Source: an optimization exercise on an open RTL-to-GDS flow (aim: small area and a short achievable clock period). Production flows keep margins and buffers that such runs may drop.
Function was checked by simulation only, so behaviour that the tests miss may differ from the original.
Power figures rest on the tool's default switching activity, not on a simulated workload.

==> flow/design.v <==
module alu16_top(clk, valA, valB, aluop, sub, lr, cc, result);
	input clk;
	input [15:0] valA, valB;
	input [3:0] aluop;
	input sub, lr;
	output reg [3:0] cc;
	output reg [15:0] result;
	reg [15:0] a_q, b_q;
	reg [3:0] op_q;
	reg sub_q, lr_q;
	wire [3:0] cc_w;
	wire [15:0] result_w;
	ALU alu(.valA(a_q), .valB(b_q), .aluop(op_q), .sub(sub_q), .lr(lr_q), .cc(cc_w), .result(result_w));
	always @(posedge clk) begin
		a_q <= valA;
		b_q <= valB;
		op_q <= aluop;
		sub_q <= sub;
		lr_q <= lr;
		cc <= cc_w;
		result <= result_w;
	end
endmodule

module ALU(valA, valB, aluop, sub, lr, cc, result);
	input [15:0] valA;
	input [15:0] valB;
	input [3:0] aluop;
	input sub;
	input lr;
	output [3:0] cc;
	output [15:0] result;
	wire [15:0] a = valA;
	wire [15:0] b = valB;
	wire [3:0] s = valB[3:0];
	wire op_add = ~aluop[3] & ~aluop[2] & ~aluop[1] & ~aluop[0];
	wire op_sh  = ~aluop[3] & ~aluop[2] & (aluop[1] | aluop[0]);
	wire op_rot = ~aluop[3] & ~aluop[2] & aluop[1] & aluop[0];
	wire op_lg  = ~aluop[3] & aluop[2];
	genvar i;
	wire [15:0] ax = a ^ {16{sub}};
	wire [15:0] g0 = b & ax;
	wire [15:0] t0 = b | ax;
	wire [15:0] g1, t1, g2, t2, g3, t3, g4;
	generate
		for (i = 0; i < 16; i = i + 1) begin : g_l1
			if (i % 2 == 1) begin
				assign g1[i] = g0[i] | (t0[i] & g0[i-1]);
				assign t1[i] = t0[i] & t0[i-1];
			end else begin
				assign g1[i] = g0[i];
				assign t1[i] = t0[i];
			end
		end
		for (i = 0; i < 16; i = i + 1) begin : g_l2
			if ((i / 2) % 2 == 1) begin
				assign g2[i] = g1[i] | (t1[i] & g1[(i / 2) * 2 - 1]);
				assign t2[i] = t1[i] & t1[(i / 2) * 2 - 1];
			end else begin
				assign g2[i] = g1[i];
				assign t2[i] = t1[i];
			end
		end
		for (i = 0; i < 16; i = i + 1) begin : g_l3
			if ((i / 4) % 2 == 1) begin
				assign g3[i] = g2[i] | (t2[i] & g2[(i / 4) * 4 - 1]);
				assign t3[i] = t2[i] & t2[(i / 4) * 4 - 1];
			end else begin
				assign g3[i] = g2[i];
				assign t3[i] = t2[i];
			end
		end
		for (i = 0; i < 16; i = i + 1) begin : g_l4
			if (i >= 8)
				assign g4[i] = g3[i] | (t3[i] & g3[7]);
			else
				assign g4[i] = g3[i];
		end
	endgenerate
	wire [16:0] k = {g4, 1'b0};
	wire [15:0] hx = a ^ b;
	wire [15:0] sum = hx ^ k[15:0];
	wire co = k[16] ^ sub;
	wire l_and = op_lg & ~aluop[1];
	wire l_hx  = op_lg & aluop[0];
	wire l_not = op_lg & aluop[1] & ~aluop[0];
	wire [15:0] lg = ({16{l_and}} & a & b) | ({16{l_hx}} & hx) | ({16{l_not}} & ~a);
	wire [3:0] ra;
	assign ra[0] = s[0];
	assign ra[1] = s[1] ^ (lr & s[0]);
	assign ra[2] = s[2] ^ (lr & (s[0] | s[1]));
	assign ra[3] = s[3] ^ (lr & (s[0] | s[1] | s[2]));
	wire [15:0] x1 = ra[0] ? {a[0], a[15:1]} : a;
	wire [15:0] x2 = ra[1] ? {x1[1:0], x1[15:2]} : x1;
	wire [15:0] x3 = ra[2] ? {x2[3:0], x2[15:4]} : x2;
	wire [15:0] x4 = ra[3] ? {x3[7:0], x3[15:8]} : x3;
	wire [15:0] wr;
	generate
		for (i = 0; i < 16; i = i + 1) begin : g_wr
			assign wr[i] = lr ? (i < s) : (15 - i < s);
		end
	endgenerate
	wire [15:0] keep = {16{op_sh}} & ~(wr & {16{~op_rot}});
	wire fill = op_sh & ~lr & ~aluop[1] & a[15];
	wire [15:0] fl = wr & {16{fill}};
	wire [15:0] sh = (x4 & keep) | fl;
	wire [15:0] nadd = sh | lg;
	assign result = ({16{op_add}} & sum) | nadd;
	wire Z = ~|result;
	wire N = result[15];
	wire C = op_add & co;
	wire [15:0] cg = a & ~sh;
	wire [15:0] ct = a | ~sh;
	wire [7:0] c1g, c1t;
	wire [3:0] c2g, c2t;
	wire [1:0] c3g, c3t;
	generate
		for (i = 0; i < 8; i = i + 1) begin : g_c1
			assign c1g[i] = cg[2*i+1] | (ct[2*i+1] & cg[2*i]);
			assign c1t[i] = ct[2*i+1] & ct[2*i];
		end
		for (i = 0; i < 4; i = i + 1) begin : g_c2
			assign c2g[i] = c1g[2*i+1] | (c1t[2*i+1] & c1g[2*i]);
			assign c2t[i] = c1t[2*i+1] & c1t[2*i];
		end
		for (i = 0; i < 2; i = i + 1) begin : g_c3
			assign c3g[i] = c2g[2*i+1] | (c2t[2*i+1] & c2g[2*i]);
			assign c3t[i] = c2t[2*i+1] & c2t[2*i];
		end
	endgenerate
	wire gt = c3g[1] | (c3t[1] & c3g[0]);
	wire V = op_sh & lr & gt;
	assign cc = {N, Z, C, V};
endmodule
==> flow/flow/run.sh <==
#!/bin/bash
# The standard layout, with the port buffers made from the small
# sky130_fd_sc_hd__buf_1 instead of the cell buffer_ports picks by default.
set -euo pipefail
bash standard.sh BUFFER_PORTS_ARGS="-buffer_cell sky130_fd_sc_hd__buf_1" finish > standard.log 2>&1
==> flow/standard.sh <==
#!/bin/bash
# synth_recipe.tcl (not shown) runs the flow's synth.tcl, then flattens the netlist and writes it again
# the make line also repeats each setting of config.mk as NAME=value (left out here)
make -C /OpenROAD-flow-scripts/flow DESIGN_CONFIG=/design/flow/config.mk WORK_HOME=/design/flow/orfs CLKGATE_MAP_FILE= SYNTH_SCRIPT=/design/flow/synth_recipe.tcl "${@:-finish}"
==> flow/config.mk <==
export PLATFORM = sky130hd
export DESIGN_NAME = alu16_top
export DESIGN_NICKNAME = alu16_top
export VERILOG_FILES = /design/flow/design.v
export SDC_FILE = /design/flow/constraint.sdc
export NUM_CORES = 4
export LEC_CHECK = 0
export ABC_AREA = 1
export CAP_MARGIN = 20
export CORE_MARGIN = 2
export CORE_UTILIZATION = 40
export CTS_BUF_LIST = sky130_fd_sc_hd__clkbuf_8
export PLACE_DENSITY = 0.75
export SETUP_SLACK_MARGIN = 2.4
export SLEW_MARGIN = 20
==> flow/constraint.sdc <==
create_clock -name core_clock -period 4.7 [get_ports {clk}]
set_input_delay 0.9400 -clock core_clock [delete_from_list [all_inputs] [get_ports {clk}]]
set_output_delay 0.9400 -clock core_clock [all_outputs]
set_load 0.01 [all_outputs]
==> reports/metrics.cfg, run 1 <==
[outcome]
outcome = finished clean

[synthesis]
async_flop_share = 0
syn-mean-instance-area_um2 = 5.98
ys_types = 45
yosysMostFrequentCell = nand2_1
synth_edf_count = 0
yosys_warnings = 1
synth_largest_area_cell = dfxtp_1
synth_area_leaders = dfxtp_1 25%, nand2_1 22%, nand3_1 11%
synthFlopType = dfxtp_1
ys_seq_elements = 57
yosys.area.top_type_share = 0.250
synth_common_cells = 271 x nand2_1, 103 x nand3_1, 70 x inv_1
syn_inst = 762
synthesis.nets = 801
ys_seq_area_frac = 0.250
netlist_area_um2 = 4560

[power_and_ir_drop]
p_leak_nw = 2.63
power_mw = 1.49
peakVddDrop_mv = 0.187
p_per_area_nw_per_um2 = 279

[floorplanning]
die_y_um = 111
dieArea_um2 = 12300
initial_core_util = 0.415
die_w_um = 111
io_pins = 59
num_rows = 38
core_area_um2 = 11000

[grt]
overflow = 0
antenna_found_initial = 0
grt_pass1_wl_um = 22500
grt_pass1_vias = 4673
grt_use_total = 0.225
grt_max_degree = 24

[detailed_routing]
wl_per_cell_um = 14.4
ant_nets = 0
drc = 0
firstDrtPassIters = 6
wl_um = 14000
drt_iter0_drc = 413
vias = 5234
routed_via_density = 5.37

[setup_path]
cp.buffers_inverters = 2
cp-start-kind = register
critPathRequiredTime_ps = 5000
crit_type = reg -> reg
crit_family = simple AND/OR/NAND/NOR gates
critPathMaxStageDelay_ps = 400
slowest_stage = dfxtp_4
crit_chain = buf_4 > nand2_1 > nor2_2 > nand2_1 > o21ai_1 > a21oi_1 > nand3_1 > nand2_1 > inv_2 > nand3b_4 > nor2_2 > nand3_2 > nor2_2 > nand3_1 > nor2_1
crit_fanout = 11
cp-end-kind = register
crit_arrival_ps = 2530

[sta]
tightest_slew_ps = 580
rsz0062_at_grt = true
fin_crit_sh = 0.475
postLayoutSetupSlackWorst_ps = 2470
fmax_mhz = 448
clock_skew_ps = 9.98
max_slew_margin = 0.613
fin_crit_ps = 2230
finalSetupViolations = 0
hold_ws_ps = 644
setup_tns_ps = 0
slew_viol_final = 0
hold_viol = 0

[clock_network]
clockBufferDepth = 2
cts-root-buf = clkbuf_8
holdBufCountCts = 0
cts_buffers = 9
htreeDepth = 3
cts_tree = built
clk_latency_ps = 360
cts.clk_slew.worst_paths_ps = 70
cts_sinks = 57

[place]
pre_cts_ws_ps = 1980
finalWeightedCongestion = 0.984
dpl.hpwl_um = 10200
io_buffers = 58

[cells_and_area]
post-route-util = 0.486
antenna_cells = 0
final_nets = 868
n_fill_cell = 1095
syn_to_final_growth_pct = 17.2
drive_above_1_share = 0.149

[min_path]
hp-class = reg -> reg

[flow_run]
maxCapViolCount = 0

-- routing by layer --
layer / GRT usage / up-vias / wire length (um)
met5: 0 / - / 0
met1: 0.299 / 2379 / 6110
met4: 0.0783 / 0 / 412
met2: 0.364 / 230 / 6390
met3: 0.0459 / 37 / 1100
li1: - / 2588 / -
-- power breakdown --
group	internal [mW]	total, mW	switching (mW)	leakage [nW]
Clock	0.259	0.480	0.221	0.0949
Combinational	0.161	0.456	0.295	2.06
Sequential	0.517	0.554	0.0363	0.479
-- final cells by class --
| type | count | area [um^2] | area share |
|---|---|---|---|
| multi-input cells | 599 | 3050 | 0.572 |
| flip-flops and latches | 57 | 1160 | 0.218 |
| repair buffers | 85 | 437 | 0.0818 |
| inverters | 77 | 307 | 0.0574 |
| well taps | 140 | 175 | 0.0328 |
| clock buffers | 10 | 138 | 0.0258 |
| clock inverters | 6 | 66.3 | 0.0124 |
-- metrics by stage --
step | std cells | area (um^2)
CTS | 956 | 5040
detailed placement | 933 | 4740
global route | 974 | 5340
finish | 974 | 5340
global placement | 933 | 4740
floorplan | 762 | 4560
-- cells by family (layout without fill, tap and decap cells) --
family                    count (synthesis)  in the layout  synth area share
AOI/OAI and AO/OA                        97             97             0.120
xor gates and xnor gates                 27             27            0.0536
and+or+nand+nor                         475            475             0.464
buffers and inverters                   106            178             0.112
DFF                                      57             57             0.250
-- path summary, 6_finish.rpt --
path              slack, ps         to  depth (start not counted)    from
hold reg to reg         640  result[4]                          2  b_q[4]
setup reg to reg       2470      cc[2]                         15  b_q[0]
hold / removal          640  result[4]                          2  b_q[4]
setup / recovery       2470      cc[2]                         15  b_q[0]
-- flip-flops by register name, summed over array words and instances, names as in the netlist --
| name | flops |
|---|---|
| a_q | 16 |
| lr_q | 1 |
| op_q | 4 |
| cc | 4 |
| sub_q | 1 |
| b_q | 16 |
| result | 15 |
-- worst register-to-register path: cells and delay by family (launching register included) --
| kind | cells | cell delay, ps |
|---|---|---|
| AND/OR/NAND/NOR | 11 | 1210 |
| buffers and inverters | 2 | 290 |
| flip-flops | 1 | 400 |
| AO/OA/AOI/OAI | 2 | 280 |
-- cells in the final DEF (no fill, tap or decap), types with 11 or more instances in the layout --
master,synthesis,routed
xor2_1,19,19
buf_1,0,58
nor2_1,49,41
a21oi_1,28,26
buf_4,8,25
nand3_1,103,99
nand2_4,6,11
nand2_1,271,262
nand2_2,12,16
dfxtp_1,57,49
o21ai_0,33,28
inv_1,70,67
-- repair_timing --
action,4_1_cts,5_1_grt
gates resized for setup,16,51
hold endpoints to repair,0,0
pin swaps,1,10
setup buffers,7,18
setup endpoints to repair,14,5
==> run 2: changes to the inputs <==
--- a/flow/config.mk
+++ b/flow/config.mk
@@ -10,6 +10,6 @@
 export CORE_MARGIN = 2
 export CORE_UTILIZATION = 40
 export CTS_BUF_LIST = sky130_fd_sc_hd__clkbuf_8
-export PLACE_DENSITY = 0.75
+export PLACE_DENSITY = 0.9
 export SETUP_SLACK_MARGIN = 2.4
 export SLEW_MARGIN = 20
==> run 2 against run 1 <==
Non-clock buffer count unchanged. Synthesized cell count stayed put. First-iteration DRC count up 130%. Largest cell class unchanged. Die area unchanged. Cell count grew 0.62%. Critical path type unchanged. Register-to-register slack got worse by 70 ps.
==> reports/metrics.cfg, run 2 <==
[outcome]
outcome = finished clean

[grt]
grt_max_degree = 40
antenna_found_initial = 0
grt_use_total = 0.223
gr-max-usage-layer = met2
met2_usage = 0.343
grt_use_met3 = 0.0700
grt_use_met1 = 0.280
grt_pass1_wl_um = 22100
grt_pass1_vias = 4584
overflow = 0

[clock_network]
htreeDepth = 3
cts_tree = built
cts_sinks = 57
cts_buffers = 9
clockBufferDepth = 2
cts-root-buf = clkbuf_8
holdBufCountCts = 0
clk_latency_ps = 370
cts.clk_slew.worst_paths_ps = 70

[place]
io_buffers = 58
dpl.hpwl_um = 10200
finalWeightedCongestion = 1.00

[floorplanning]
num_rows = 38
die_y_um = 111
core_area_um2 = 11000
initial_core_util = 0.415
io_pins = 59
dieArea_um2 = 12300
die_w_um = 111

[power_and_ir_drop]
p_leak_nw = 2.76
p_clk_frac = 0.308
peakVddDrop_mv = 0.228
internal_power_uw = 970
p_switching_uw = 573
p_comb_frac = 0.332
p_per_area_nw_per_um2 = 273
swShare = 0.372
power_mw = 1.54
seq_power_share = 0.360

[min_path]
hp-class = in -> reg
hold_depth = 1

[setup_path]
slowest_stage = dfxtp_4
ff2ff_path_depth = 15
crit_arrival_ps = 2610
crit_type = reg -> reg
crit_fanout = 8
cp-end-kind = register
cp-start-kind = register
critPathMaxStageDelay_ps = 420
crit_chain = clkinvlp_4 > nand2_4 > nand2_4 > nand2_4 > nand2_4 > nand2_2 > nand3_1 > nand3b_1 > nand2_2 > nand3b_4 > nor2_4 > nand3_2 > nor2_2 > nand3_1 > nor2_1
path_common_cell = nand2_4
critPathRequiredTime_ps = 5010

[cells_and_area]
post-route-util = 0.515
final_common_cell = nand2_1
syn_to_final_growth_pct = 24.1
drive_above_1_share = 0.188
final_cell_mix = 240 x nand2_1, 93 x nand3_1, 66 x inv_1
final_nets = 874
antenna_cells = 0
layout_top_registers = a_q (16), b_q (16), result (15)

[sta]
setup_tns_ps = 0
rsz0062_at_grt = true
slew_viol_final = 0
fin_crit_ps = 2300
finalSetupViolations = 0
tightest_slew_ps = 548
clock_skew_ps = 8.30
max_slew_margin = 0.634
fmax_mhz = 435
fin_crit_sh = 0.489
hold_viol = 0

[synthesis]
synthesis.nets = 801
ys_seq_area_frac = 0.250
syn_inst = 762
netlist_area_um2 = 4560
synth_edf_count = 0
synth_largest_area_cell = dfxtp_1
yosys.area.top_type_share = 0.250
yosysMostFrequentCell = nand2_1
synth_area_leaders = dfxtp_1 25%, nand2_1 22%, nand3_1 11%
ys_seq_elements = 57
yosys_warnings = 1
syn-mean-instance-area_um2 = 5.98
async_flop_share = 0
ys_types = 45
synthFlopType = dfxtp_1
synth_common_cells = 271 x nand2_1, 103 x nand3_1, 70 x inv_1

[detailed_routing]
vias = 5578
wl_um = 15800
drc = 0
routed_via_density = 5.69
wl_per_cell_um = 16.2
ant_nets = 0
drt_iter0_drc = 941
firstDrtPassIters = 10

[flow_run]
maxCapViolCount = 0

==> run 2: cell counts after synthesis <==
Identical to the previous run, type by type.
==> run 2: cells by family after synthesis <==
kind of cell,Yosys count,synth area share
buf+inv,106,0.112
compound gates,97,0.120
flops,57,0.250
xor+xnor,27,0.0536
simple gates,475,0.464
==> run 2: area by class of cell <==
type / instances / area, um^2
repair buffers: 85 / 536
clock inverters: 5 / 53.8
fillers: 1028 / 5330
clock buffers: 11 / 151
well taps: 140 / 175
inverters: 77 / 310
flip-flops and latches: 57 / 1160
multi-input cells: 605 / 3260
==> run 2: power by group through the flow <==
stage	combinational, mW	sequential [mW]	clock [mW]
final	0.512	0.556	0.475
after global routing	0.557	0.560	0.512
after detailed placement	0.402	0.563	0
after floorplan	0.323	0.556	0
after CTS	0.413	0.553	0.488
after global placement	0.399	0.563	0
==> run 2: critical path, delay by kind of cell, from the launching register on <==
family                 cells  cell delay (ps)
buffers and inverters      1              190
DFF                        1              420
and+or+nand+nor           14             1620
==> run 2: routing by layer <==
layer	vias to the layer above	routed length, um
met1	2421	6030
met4	0	1180
met2	420	6810
met5	-	0
met3	124	1810
li1	2613	-
==> run 2: metrics by stage <==
stage / setup slack (ps) / cell area [um^2] / cells / hold WS [ps]
after floorplan: 2830 / 4560 / 762 / 567
after global placement: 2070 / 4740 / 933 / 622
after detailed placement: 2040 / 4740 / 933 / 633
after CTS: 2410 / 5040 / 954 / 625
after global routing: 2320 / 5650 / 980 / 639
final: 2400 / 5650 / 980 / 657
==> run 2: timing repair <==
| item | in CTS | in global routing |
|---|---|---|
| resized for setup | 17 | 99 |
| cloned | 0 | 9 |
| setup buffers | 5 | 17 |
| setup endpoints to repair | 7 | 4 |
| pin swaps | 1 | 28 |
==> run 2: final timing paths <==
| kind | from | slack, ps | endpoint |
|---|---|---|---|
| min reg2reg | b_q[15] | 700 | cc[3] |
| max | b_q[1] | 2400 | cc[2] |
| max reg2reg | b_q[1] | 2400 | cc[2] |
| min | valA[8] | 660 | a_q[8] |
==> run 3: changes to the inputs <==
--- a/flow/config.mk
+++ b/flow/config.mk
@@ -10,6 +10,6 @@
 export CORE_MARGIN = 2
 export CORE_UTILIZATION = 40
 export CTS_BUF_LIST = sky130_fd_sc_hd__clkbuf_8
-export PLACE_DENSITY = 0.9
-export SETUP_SLACK_MARGIN = 2.4
+export PLACE_DENSITY = 0.75
+export SETUP_SLACK_MARGIN = 2.5
 export SLEW_MARGIN = 20
==> run 3 against run 2 <==
Power is 0.63% higher. Non-clock buffer count rose by 14. Wire length down 4.1%. Via count is 2.9% lower. Worst hold slack worse by 13 ps. Register-to-register slack better by 50 ps. Highest routed layer unchanged. Synthesized cell count unchanged. Clock skew is 0.84 ps higher. Cell area grew 1.9%. Largest cell class unchanged. Still clean.
==> reports/metrics.cfg, run 3 <==
[setup_path]
critPathCapture = cc[2]
cp-end-kind = register
cp-start-kind = register
critPathMaxStageDelay_ps = 400
crit_family = simple AND/OR/NAND/NOR gates
crit_type = reg -> reg
r2r_slack_ps = 2460
rr_startpoint = b_q[1]
ff2ff_path_depth = 16
crit_fanout = 8
path_common_cell = nand2_4
cp.buffers_inverters = 2
critPathLaunch = b_q[1]
crit_chain = clkinvlp_4 > nand2_4 > nand2_2 > nand2_4 > nand2_4 > nand2_1 > nand3_1 > nand3_2 > nand2_1 > inv_2 > nand3b_4 > nor2_2 > nand3_2 > nor2_2 > nand3_1 > nor2_1
slowest_stage = dfxtp_4
regToRegEndpoint = cc[2]
crit_cells = 16
critPathRequiredTime_ps = 4990
crit_arrival_ps = 2540

[clock_network]
clockBufferDepth = 2
cts_tree = built
cts_buffers = 9
cts.clk_slew.worst_paths_ps = 70
cts_sinks = 57
clk_latency_ps = 360
holdBufCountCts = 0
cts-root-buf = clkbuf_8
htreeDepth = 3

[power_and_ir_drop]
peakVddDrop_mv = 0.186
p_per_area_nw_per_um2 = 270
p_leak_nw = 2.81

[floorplanning]
core_area_um2 = 11000
io_pins = 59
die_w_um = 111
dieArea_um2 = 12300
initial_core_util = 0.415
die_y_um = 111
num_rows = 38

[sta]
tightest_slew_ps = 631
hold_ws_ps = 644
setup_tns_ps = 0
fmax_mhz = 446
max_slew_margin = 0.579
finalSetupViolations = 0
fin_crit_ps = 2240
fin_crit_sh = 0.477
slew_viol_final = 0
rsz0062_at_grt = true
hold_viol = 0
clock_skew_ps = 9.15

[grt]
grt_pass1_vias = 4747
grt_max_degree = 24
grt_pass1_wl_um = 22700
antenna_found_initial = 0
grt_use_total = 0.227
overflow = 0

[synthesis]
synth_common_cells = 271 x nand2_1, 103 x nand3_1, 70 x inv_1
ys_types = 45
syn-mean-instance-area_um2 = 5.98
async_flop_share = 0
synth_edf_count = 0
yosysMostFrequentCell = nand2_1
synthesis.nets = 801
synth_area_leaders = dfxtp_1 25%, nand2_1 22%, nand3_1 11%
synthFlopType = dfxtp_1
synth_largest_area_cell = dfxtp_1
ys_seq_area_frac = 0.250
ys_seq_elements = 57
syn_inst = 762
yosys_warnings = 1
yosys.area.top_type_share = 0.250
netlist_area_um2 = 4560

[detailed_routing]
drc = 0
wl_um = 15200
firstDrtPassIters = 5
vias = 5415
wl_per_cell_um = 15.3
routed_via_density = 5.46
drt_iter0_drc = 532
ant_nets = 0

[cells_and_area]
antenna_cells = 0
drive_above_1_share = 0.222
layout_top_registers = a_q (16), b_q (16), result (15)
syn_to_final_growth_pct = 26.5
final_common_cell = nand2_1
final_cell_mix = 244 x nand2_1, 89 x nand3_1, 66 x inv_1
final_nets = 886
final_cells = 992

[flow_run]
maxCapViolCount = 0

[place]
dpl.hpwl_um = 10200
io_buffers = 58
dpl.cell_count = 933
finalWeightedCongestion = 0.984

[outcome]
outcome = finished clean

[min_path]
hp-class = reg -> reg

run 3: layout make-up:
| cell class | count | area, um^2 |
|---|---|---|
| fill | 1035 | 5220 |
| multi-input combinational | 603 | 3330 |
| sequential | 57 | 1170 |
| timing repair buffer | 99 | 573 |
| inverter | 77 | 308 |
| tap | 140 | 175 |
| clock buffer | 10 | 138 |
| clock inverter | 6 | 66.3 |
run 3: cells by family after synthesis:
logic type             share of synthesized area
XOR/XNOR                                  0.0536
flip-flops                                 0.250
AND/OR/NAND/NOR                            0.464
buffers and inverters                      0.112
AO/OA/AOI/OAI                              0.120
run 3: worst min path at each step:
stage | end | cells past startpoint | from
2_1_floorplan | result[4] | 2 | b_q[4]
3_3_place_gp | result[4] | 2 | b_q[4]
3_5_place_dp | result[4] | 2 | b_q[4]
4_1_cts | cc[0] | 2 | lr_q
5_1_grt | sub_q | 1 | sub
6_report | result[4] | 2 | b_q[4]
run 3: layer usage:
layer  GRT usage  wire (um)  vias up
li1            -          -     2631
met1       0.296       6250     2418
met2       0.368       6910      293
met3      0.0470       1330       73
met4      0.0867        682        0
met5           0          0        -
run 3: report_power, final:
| part | switching [mW] | internal (mW) |
|---|---|---|
| Combinational | 0.330 | 0.189 |
| Clock | 0.220 | 0.259 |
| Sequential | 0.0373 | 0.518 |
run 3: repair_timing:
item | 4_1_cts | 5_1_grt
hold endpoints to repair | 0 | 0
resized for setup | 29 | 114
endpoints found under the setup margin | 17 | 5
pin swaps | 3 | 35
buffers inserted | 18 | 21
gates cloned | 0 | 4
run 3: worst register-to-register path, stage by stage, from the launching register on:
cell        delay, ps
dfxtp_4           400
clkinvlp_4        180
nand2_4           120
nand2_2           110
nand2_4           130
nand2_4           100
nand2_1           120
nand3_1           100
nand3_2           120
nand2_1            90
inv_2              90
nand3b_4           80
nor2_2            140
nand3_2           120
nor2_2            100
nand3_1            70
nor2_1            100
run 3: per-stage QoR:
stage	utilization	cell area [um^2]	worst slack (ps)	power, mW
detailed placement	0.432	4740	1980	0.964
finish	0.525	5760	2460	1.55
floorplan	-	4560	2830	0.879
global route	0.525	5760	2350	1.65
global placement	0.432	4740	1980	0.964
CTS	0.472	5180	2460	1.46
==> run 4: changes to the inputs <==
--- a/flow/config.mk
+++ b/flow/config.mk
@@ -11,5 +11,5 @@
 export CORE_UTILIZATION = 40
 export CTS_BUF_LIST = sky130_fd_sc_hd__clkbuf_8
 export PLACE_DENSITY = 0.75
-export SETUP_SLACK_MARGIN = 2.5
+export SETUP_SLACK_MARGIN = 2.3
 export SLEW_MARGIN = 20
==> run 4 against run 3 <==
Critical path depth fell by 2. Non-clock buffer count fell by 16. Sequential share of layout area rose by 1.9 points. Synthesized cell count did not move. Global-route usage fell by 0.40 points. Setup slack got worse by 4.6 ps.
==> reports/metrics.cfg, run 4 <==
[synthesis]
syn_inst = 762
synth_largest_area_cell = dfxtp_1
synthesis.nets = 801
yosys.area.top_type_share = 0.250
netlist_area_um2 = 4560
synth_common_cells = 271 x nand2_1, 103 x nand3_1, 70 x inv_1
ys_seq_area_frac = 0.250
synth_area_leaders = dfxtp_1 25%, nand2_1 22%, nand3_1 11%
synth_edf_count = 0
async_flop_share = 0
syn-mean-instance-area_um2 = 5.98
ys_seq_elements = 57
yosysMostFrequentCell = nand2_1
ys_types = 45
synthFlopType = dfxtp_1
yosys_warnings = 1

[sta]
finalSetupViolations = 0
hold_viol = 0
max_slew_margin = 0.617
rsz0062_at_grt = false
clock_skew_ps = 9.38
fin_crit_sh = 0.478
postLayoutSetupSlackWorst_ps = 2450
setup_tns_ps = 0
slew_viol_final = 0
fin_crit_ps = 2250
fmax_mhz = 445
tightest_slew_ps = 575

[grt]
grt_max_degree = 24
grt_pass1_wl_um = 22300
met2_usage = 0.357
grt_pass1_vias = 4619
overflow = 0
grt_use_met1 = 0.297
gr-max-usage-layer = met2
grt_use_met3 = 0.0459
grt_use_total = 0.223
antenna_found_initial = 0

[setup_path]
rr_startpoint = b_q[3]
critPathRequiredTime_ps = 5000
r2r_slack_ps = 2450
crit_chain = clkinvlp_4 > nand2_1 > inv_1 > o21ai_0 > a21oi_1 > nand3_1 > nand2_1 > nor2_1 > nand2_1 > nor2_2 > nand3_1 > nor2_2 > nand3_1 > nor2_1
cp-start-kind = register
cp-end-kind = register
ff2ff_path_depth = 14
crit_arrival_ps = 2550
slowest_stage = dfxtp_4
critPathMaxStageDelay_ps = 440
crit_fanout = 11
critPathLaunch = b_q[3]
crit_type = reg -> reg

[cells_and_area]
final_cell_mix = 267 x nand2_1, 101 x nand3_1, 67 x inv_1
post-route-util = 0.477
multiInputGateArea_um2 = 2970
n_fill_cell = 1110
antenna_cells = 0
syn_to_final_growth_pct = 14.9
regArea_um2 = 1160
layout_top_registers = a_q (16), b_q (16), result (15)
drive_above_1_share = 0.120
final_nets = 866
final_common_cell = nand2_1
final_cell_area_um2 = 5240

[flow_run]
maxCapViolCount = 0

[place]
finalWeightedCongestion = 0.984
postPlaceCellArea_um2 = 4740
dpl.hpwl_um = 10200
io_buffers = 58
pre_cts_ws_ps = 1980

[detailed_routing]
wl_um = 13700
wl_per_cell_um = 14.1
drt_iter0_drc = 488
ant_nets = 0
firstDrtPassIters = 6
vias = 5120
routed_via_density = 5.27
drc = 0

[clock_network]
cts_buffers = 9
htreeDepth = 3
cts.clk_slew.worst_paths_ps = 70
cts-root-buf = clkbuf_8
cts_sinks = 57
clk_latency_ps = 360
cts_tree = built
clockBufferDepth = 2
holdBufCountCts = 0

[power_and_ir_drop]
power_mw = 1.47
p_per_area_nw_per_um2 = 281
peakVddDrop_mv = 0.184
p_leak_nw = 2.61

[floorplanning]
die_y_um = 111
num_rows = 38
die_w_um = 111
io_pins = 59
core_area_um2 = 11000
dieArea_um2 = 12300
initial_core_util = 0.415

[min_path]
hp-class = reg -> reg
hold_depth = 2
hp-start = b_q[4]

[outcome]
outcome = finished clean

run 4: area by class of cell:
cell class              instances  share of cell area
multi-input cells             599               0.567
flip-flops and latches         57               0.222
repair buffers                 83              0.0805
inverters                      77              0.0581
well taps                     140              0.0335
clock buffers                  10              0.0263
clock inverters                 6              0.0127
run 4: path summary, 6_finish.rpt:
| path | endpoint |
|---|---|
| worst max register to register | cc[2] |
| worst max-delay path | cc[2] |
| worst min register to register | result[4] |
| worst min-delay path | result[4] |
run 4: critical path, delay by kind of cell, from the launching register on:
family          cells  cell delay [ps]
flops               1              440
compound gates      2              350
buf+inv             2              240
simple gates       10             1160
run 4: kinds of logic after synthesis:
group / count (synthesis) / synth area share
AOI/OAI and AO/OA: 97 / 0.120
xor gates and xnor gates: 27 / 0.0536
buffers and inverters: 106 / 0.112
DFF: 57 / 0.250
and+or+nand+nor: 475 / 0.464
run 4: repair_timing:
action,4_1_cts,5_1_grt
gates resized for setup,5,33
endpoints found under the setup margin,6,5
setup buffers,4,19
pin swaps,1,4
run 4: through the flow:
step | hold WS [ps] | std cells
final | 643 | 972
after global routing | 650 | 972
after CTS | 643 | 953
after detailed placement | 623 | 933
after global placement | 629 | 933
after floorplan | 567 | 762
run 4: metal layers:
layer,share of wire,routed length (um),vias to the layer above
li1,-,-,2583
met1,0.44,6040,2241
met2,0.45,6120,253
met3,0.078,1070,43
met4,0.033,453,0
met5,0,0,-
run 4: where the power goes:
part / switching, mW / leakage [nW] / internal (mW)
logic: 0.284 / 2.03 / 0.155
registers: 0.0357 / 0.479 / 0.517
clock network: 0.221 / 0.0949 / 0.259
==> run 5: changes to the inputs <==
--- a/flow/config.mk
+++ b/flow/config.mk
@@ -10,6 +10,7 @@
 export CORE_MARGIN = 2
 export CORE_UTILIZATION = 40
 export CTS_BUF_LIST = sky130_fd_sc_hd__clkbuf_8
+export GPL_ROUTABILITY_DRIVEN = 0
 export PLACE_DENSITY = 0.75
-export SETUP_SLACK_MARGIN = 2.3
+export SETUP_SLACK_MARGIN = 2.4
 export SLEW_MARGIN = 20
==> run 5 against run 4 <==
Still clean on timing, DRC and antenna. Non-clock buffer count rose by 13. Register-to-register slack improved by 20 ps. Flip-flop and latch count did not move. Area after synthesis did not move. Critical endpoint is now cc[0]. Highest routed layer unchanged.
==> reports/metrics.cfg, run 5 <==
[cells_and_area]
n_fill_cell = 1060
final_cell_mix = 241 x nand2_1, 92 x nand3_1, 67 x inv_1
final_nets = 885
post-route-util = 0.533
final_common_cell = nand2_1
syn_to_final_growth_pct = 28.4
antenna_cells = 0
regArea_um2 = 1160
multiInputGateArea_um2 = 3390
drive_above_1_share = 0.217
layout_top_registers = a_q (16), b_q (16), result (15)

[grt]
grt_max_degree = 21
antenna_found_initial = 0
grt_pass1_vias = 4648
grt_pass1_wl_um = 22200
grt_use_total = 0.224
grt_use_met3 = 0.0651
overflow = 0
met2_usage = 0.344
gr-max-usage-layer = met2
grt_use_met1 = 0.287

[sta]
fin_crit_sh = 0.474
slew_viol_final = 0
max_slew_margin = 0.596
fin_crit_ps = 2230
rsz0062_at_grt = true
clock_skew_ps = 10.4
hold_viol = 0
tightest_slew_ps = 605
fmax_mhz = 449
setup_tns_ps = 0
finalSetupViolations = 0

[setup_path]
crit_arrival_ps = 2480
crit_type = reg -> reg
r2r_slack_ps = 2470
ff2ff_path_depth = 14
rr_startpoint = op_q[3]
regToRegEndpoint = cc[0]
crit_fanout = 10
critPathRequiredTime_ps = 4950
cp-end-kind = register
cp-start-kind = register

[floorplanning]
core_area_um2 = 11000
initial_core_util = 0.415
die_w_um = 111
io_pins = 59
num_rows = 38
die_y_um = 111
dieArea_um2 = 12300

[flow_run]
maxCapViolCount = 0

[synthesis]
ys_types = 45
synthesis.nets = 801
synth_area_leaders = dfxtp_1 25%, nand2_1 22%, nand3_1 11%
ys_seq_elements = 57
synth_common_cells = 271 x nand2_1, 103 x nand3_1, 70 x inv_1
yosysMostFrequentCell = nand2_1
ys_seq_area_frac = 0.250
async_flop_share = 0
synth_edf_count = 0
syn-mean-instance-area_um2 = 5.98
netlist_area_um2 = 4560
synthFlopType = dfxtp_1
yosys.area.top_type_share = 0.250
synth_largest_area_cell = dfxtp_1
syn_inst = 762
yosys_warnings = 1

[clock_network]
cts_buffers = 9
cts_tree = built
cts_sinks = 57
cts-root-buf = clkbuf_8
clockBufferDepth = 2
htreeDepth = 3
clk_latency_ps = 360
holdBufCountCts = 0
cts.clk_slew.worst_paths_ps = 70

[detailed_routing]
firstDrtPassIters = 7
ant_nets = 0
vias = 5511
drc = 0
routed_via_density = 5.56
wl_per_cell_um = 15.6
drt_iter0_drc = 649
wl_um = 15400

[min_path]
hold_depth = 1
hp-class = in -> reg
hp-start = valB[6]
hold_end = b_q[6]

[place]
io_buffers = 58
dpl.hpwl_um = 9950

[power_and_ir_drop]
p_per_area_nw_per_um2 = 261
power_mw = 1.53
p_leak_nw = 2.85
peakVddDrop_mv = 0.230

[outcome]
outcome = finished clean

-- run 5: final cells by class --
| cell class | instances | area share |
|---|---|---|
| multi-input combinational | 605 | 0.580 |
| sequential | 57 | 0.199 |
| timing repair buffer | 96 | 0.106 |
| inverter | 77 | 0.0530 |
| tap | 140 | 0.0299 |
| clock buffer | 9 | 0.0212 |
| clock inverter | 7 | 0.0109 |
-- run 5: where the power goes --
part,internal (mW),switching (mW)
combinational,0.197,0.341
sequential,0.518,0.0358
clock,0.239,0.198
-- run 5: layer usage --
| metal | routed length, um | share of wire | vias to the layer above |
|---|---|---|---|
| met1 | 5920 | 0.38 | 2374 |
| met2 | 6640 | 0.43 | 374 |
| met4 | 1170 | 0.076 | 0 |
| li1 | - | - | 2639 |
| met3 | 1710 | 0.11 | 124 |
| met5 | 0 | 0 | - |
-- run 5: metrics by stage --
step | cells | area [um^2] | worst slack (ps) | hold WS [ps]
final | 991 | 5850 | 2470 | 660
after floorplan | 762 | 4560 | 2830 | 567
after global routing | 991 | 5850 | 2320 | 638
after CTS | 955 | 5060 | 2390 | 644
after detailed placement | 933 | 4740 | 2040 | 629
after global placement | 933 | 4740 | 2100 | 629
-- run 5: worst max path at each step --
stage	start	endpoint	slack, ps	cells after the start
after detailed placement	lr_q	cc[0]	2040	15
after global placement	b_q[1]	cc[2]	2100	16
after CTS	op_q[3]	cc[0]	2390	13
final	op_q[3]	cc[0]	2470	14
after floorplan	b_q[0]	cc[0]	2830	15
after global routing	op_q[3]	cc[0]	2320	14
-- run 5: cell families after synthesis --
kind of cell | count (synthesis) | synth area share
AND/OR/NAND/NOR | 475 | 0.464
buffers and inverters | 106 | 0.112
XOR/XNOR | 27 | 0.0536
flip-flops | 57 | 0.250
AO/OA/AOI/OAI | 97 | 0.120
-- run 5: repair_timing --
item	4_1_cts	5_1_grt
gates resized for setup	15	138
endpoints found under the setup margin	7	5
cloned	1	7
pin swaps	1	33
buffers inserted	5	29
-- run 5: worst max-delay path, stage by stage (launching register included) --
cell and delay (ps):
dfxtp_1 340, nor2_4 190, o21ai_4 150, nor4_4 330, buf_4 230, buf_4 140
nand2_1 40, nand2_1 130, nand2_1 90, nand2_1 80, nor2_2 40, nand2_1 90
inv_1 60, a21oi_2 140, a21oi_1 80
==> run 6: changes to the inputs <==
--- a/flow/config.mk
+++ b/flow/config.mk
@@ -10,7 +10,6 @@
 export CORE_MARGIN = 2
 export CORE_UTILIZATION = 40
 export CTS_BUF_LIST = sky130_fd_sc_hd__clkbuf_8
-export GPL_ROUTABILITY_DRIVEN = 0
 export PLACE_DENSITY = 0.75
-export SETUP_SLACK_MARGIN = 2.4
+export SETUP_SLACK_MARGIN = 2.2
 export SLEW_MARGIN = 20
==> run 6 against run 5 <==
Core utilization decreased by 6.1 points. Power decreased by 4.2%. Wire length decreased by 12%. Register-to-register slack got worse by 90 ps. Fmax decreased by 3.9%. Largest cell class unchanged. First-iteration DRC count decreased by 40%. Highest routed layer unchanged.
==> reports/metrics.cfg, run 6 <==
[setup_path]
rr_startpoint = b_q[2]
regToRegEndpoint = cc[2]
critPathRequiredTime_ps = 5000
crit_type = reg -> reg
cp-start-kind = register
ff2ff_path_depth = 16
r2r_slack_ps = 2380
crit_fanout = 16
cp-end-kind = register
crit_arrival_ps = 2620

[sta]
tightest_slew_ps = 571
fmax_mhz = 432
rsz0062_at_grt = true
slew_viol_final = 0
finalSetupViolations = 0
max_slew_margin = 0.619
fin_crit_ps = 2320
fin_crit_sh = 0.493
setup_tns_ps = 0
clock_skew_ps = 9.73
hold_ws_ps = 639
hold_viol = 0

[grt]
grt_pass1_wl_um = 22300
grt_use_total = 0.223
grt_pass1_vias = 4619
antenna_found_initial = 0
overflow = 0
grt_max_degree = 24

[clock_network]
cts_tree = built
holdBufCountCts = 0
clk_latency_ps = 360
cts_buffers = 9
clockBufferDepth = 2
htreeDepth = 3
cts-root-buf = clkbuf_8
cts_sinks = 57
cts.clk_slew.worst_paths_ps = 70

[synthesis]
ys_seq_area_frac = 0.250
yosysMostFrequentCell = nand2_1
synth_area_leaders = dfxtp_1 25%, nand2_1 22%, nand3_1 11%
syn_inst = 762
ys_seq_elements = 57
synth_common_cells = 271 x nand2_1, 103 x nand3_1, 70 x inv_1
synth_xor_area_frac = 0.0536
synthFlopType = dfxtp_1
synthesis.nets = 801
synth_compound_area_frac = 0.120
yosys-mux-area-fraction = 0
syn-mean-instance-area_um2 = 5.98
synth_fa_ha_area_frac = 0
synth_largest_area_cell = dfxtp_1
synth_edf_count = 0
yosys.area_share.simple = 0.464
ys_types = 45
yosys_warnings = 1
netlist_area_um2 = 4560
yosys.area.top_type_share = 0.250
async_flop_share = 0
synth_top_family_by_area = simple AND/OR/NAND/NOR gates

[outcome]
outcome = finished clean

[min_path]
hp-class = reg -> reg
hold_end = result[4]
hp-start = b_q[4]
hold_depth = 2

[power_and_ir_drop]
peakVddDrop_mv = 0.185
p_per_area_nw_per_um2 = 282
internal_power_uw = 927
p_switching_uw = 537
p_leak_nw = 2.58
seq_power_share = 0.379
swShare = 0.367
p_clk_frac = 0.328
p_comb_frac = 0.293

[cells_and_area]
multiInputGateArea_um2 = 2940
layout_top_registers = a_q (16), b_q (16), result (15)
final_common_cell = nand2_1
n_fill_cell = 1106
final_cell_mix = 268 x nand2_1, 101 x nand3_1, 67 x inv_1
drive_above_1_share = 0.112
final_cells = 969
syn_to_final_growth_pct = 13.8
final_nets = 863
regArea_um2 = 1160
antenna_cells = 0

[floorplanning]
initial_core_util = 0.415
die_y_um = 111
die_w_um = 111
num_rows = 38
dieArea_um2 = 12300
io_pins = 59
core_area_um2 = 11000

[place]
io_buffers = 58
dpl.cell_count = 933
finalWeightedCongestion = 0.984
dpl.hpwl_um = 10200

[detailed_routing]
routed_via_density = 5.29
wl_per_cell_um = 14.0
drt_iter0_drc = 389
ant_nets = 0
vias = 5130
wl_um = 13600
drc = 0
firstDrtPassIters = 5

[flow_run]
maxCapViolCount = 0

-- run 6: worst max-delay path, stage by stage (launching register included) --
cell and delay [ps]:
dfxtp_2 430, inv_2 130, nand2_1 140, nand2_4 60, inv_2 70, nand2_2 50
nand2_2 260, nand3_1 120, nand3_1 80, nand2_1 130, nor2_1 130, nand2_1 80
nor2_2 120, nand3_1 120, nor2_1 150, nand3_1 90, nor2_1 90
-- run 6: worst max-delay path by stage --
stage | startpoint | endpoint | slack, ps
global route | op_q[2] | cc[0] | 2190
floorplan | b_q[0] | cc[0] | 2830
global placement | b_q[0] | cc[2] | 1980
detailed placement | b_q[0] | cc[2] | 1980
CTS | b_q[1] | cc[2] | 2250
finish | b_q[2] | cc[2] | 2380
-- run 6: per-layer routing --
layer,vias up,GRT usage,wire (um)
met5,-,0,0
met4,0,0.0808,412
met3,42,0.0459,1090
met2,246,0.357,6090
met1,2266,0.297,6010
li1,2576,-,-
-- run 6: what timing repair did --
action / in CTS / in global routing
buffers inserted: 4 / 16
hold endpoints to repair: 0 / 0
setup endpoints to repair: 4 / 3
pin swaps: 1 / 2
gates resized for setup: 5 / 24
-- run 6: cell families (layout without fill, tap and decap cells) --
kind of cell           Yosys count  in the layout
XOR/XNOR                        27             27
AND/OR/NAND/NOR                475            475
AO/OA/AOI/OAI                   97             97
buffers and inverters          106            173
flip-flops                      57             57
-- run 6: power by group through the flow --
stage          clock [mW]  sequential [mW]  combinational [mW]
2_1_floorplan           0            0.556               0.323
3_3_place_gp            0            0.566               0.397
3_5_place_dp            0            0.566               0.398
4_1_cts             0.486            0.556               0.401
5_1_grt             0.512            0.559               0.485
6_report            0.481            0.554               0.429
-- run 6: area by class of cell --
cell class,count,area share
multi-input combinational,599,0.568
clock buffer,10,0.0266
inverter,77,0.0587
sequential,57,0.223
timing repair buffer,80,0.0770
clock inverter,6,0.0128
tap,140,0.0338
-- run 6: per-stage QoR --
stage	setup slack, ps	cell area, um^2	util	power, mW
finish	2380	5180	0.472	1.46
global route	2190	5180	0.472	1.56
CTS	2250	4980	0.454	1.44
detailed placement	1980	4740	0.432	0.964
global placement	1980	4740	0.432	0.964
floorplan	2830	4560	-	0.879

[static timing again, ports no longer ideal]
No port has a modelled driver above. Below, the same layouts with a new extraction and two added sets of constraints.
Step 1: set_driving_cell puts a clkbuf_16 on clk and a buf_2 on each other input, an assumption about the parent block.
Step 2 adds t to the input delays and takes it off the output delays; t is the mean of the earliest and latest rising clock arrival at the registers after step 1. Input paths then give back, and output paths get back, about the clock's delay inside the block.
Slacks: ideal ports / drivers / drivers and shift; pairs: ideal ports / drivers.
| run | t, ns | setup slack, ns | hold WS [ns] | slew at the worst register clock pin (ns) | cell pins on the clock port's net |
|---|---|---|---|---|---|
| run 1 | 0.393 | 2.469 / 2.469 / 2.469 | 0.644 / 0.644 / 0.644 | 0.07 / 0.07 | 1 |
| run 2 | 0.395 | 2.402 / 2.402 / 2.402 | 0.657 / 0.649 / 0.702 | 0.07 / 0.07 | 1 |
| run 3 | 0.390 | 2.456 / 2.456 / 2.456 | 0.644 / 0.644 / 0.644 | 0.07 / 0.07 | 1 |
| run 4 | 0.394 | 2.452 / 2.452 / 2.452 | 0.643 / 0.643 / 0.643 | 0.07 / 0.07 | 1 |
| run 5 | 0.392 | 2.474 / 2.474 / 2.474 | 0.660 / 0.650 / 0.663 | 0.07 / 0.07 | 1 |
| run 6 | 0.393 | 2.384 / 2.384 / 2.384 | 0.639 / 0.639 / 0.639 | 0.07 / 0.07 | 1 |
After both steps setup and hold are still met in every run listed.
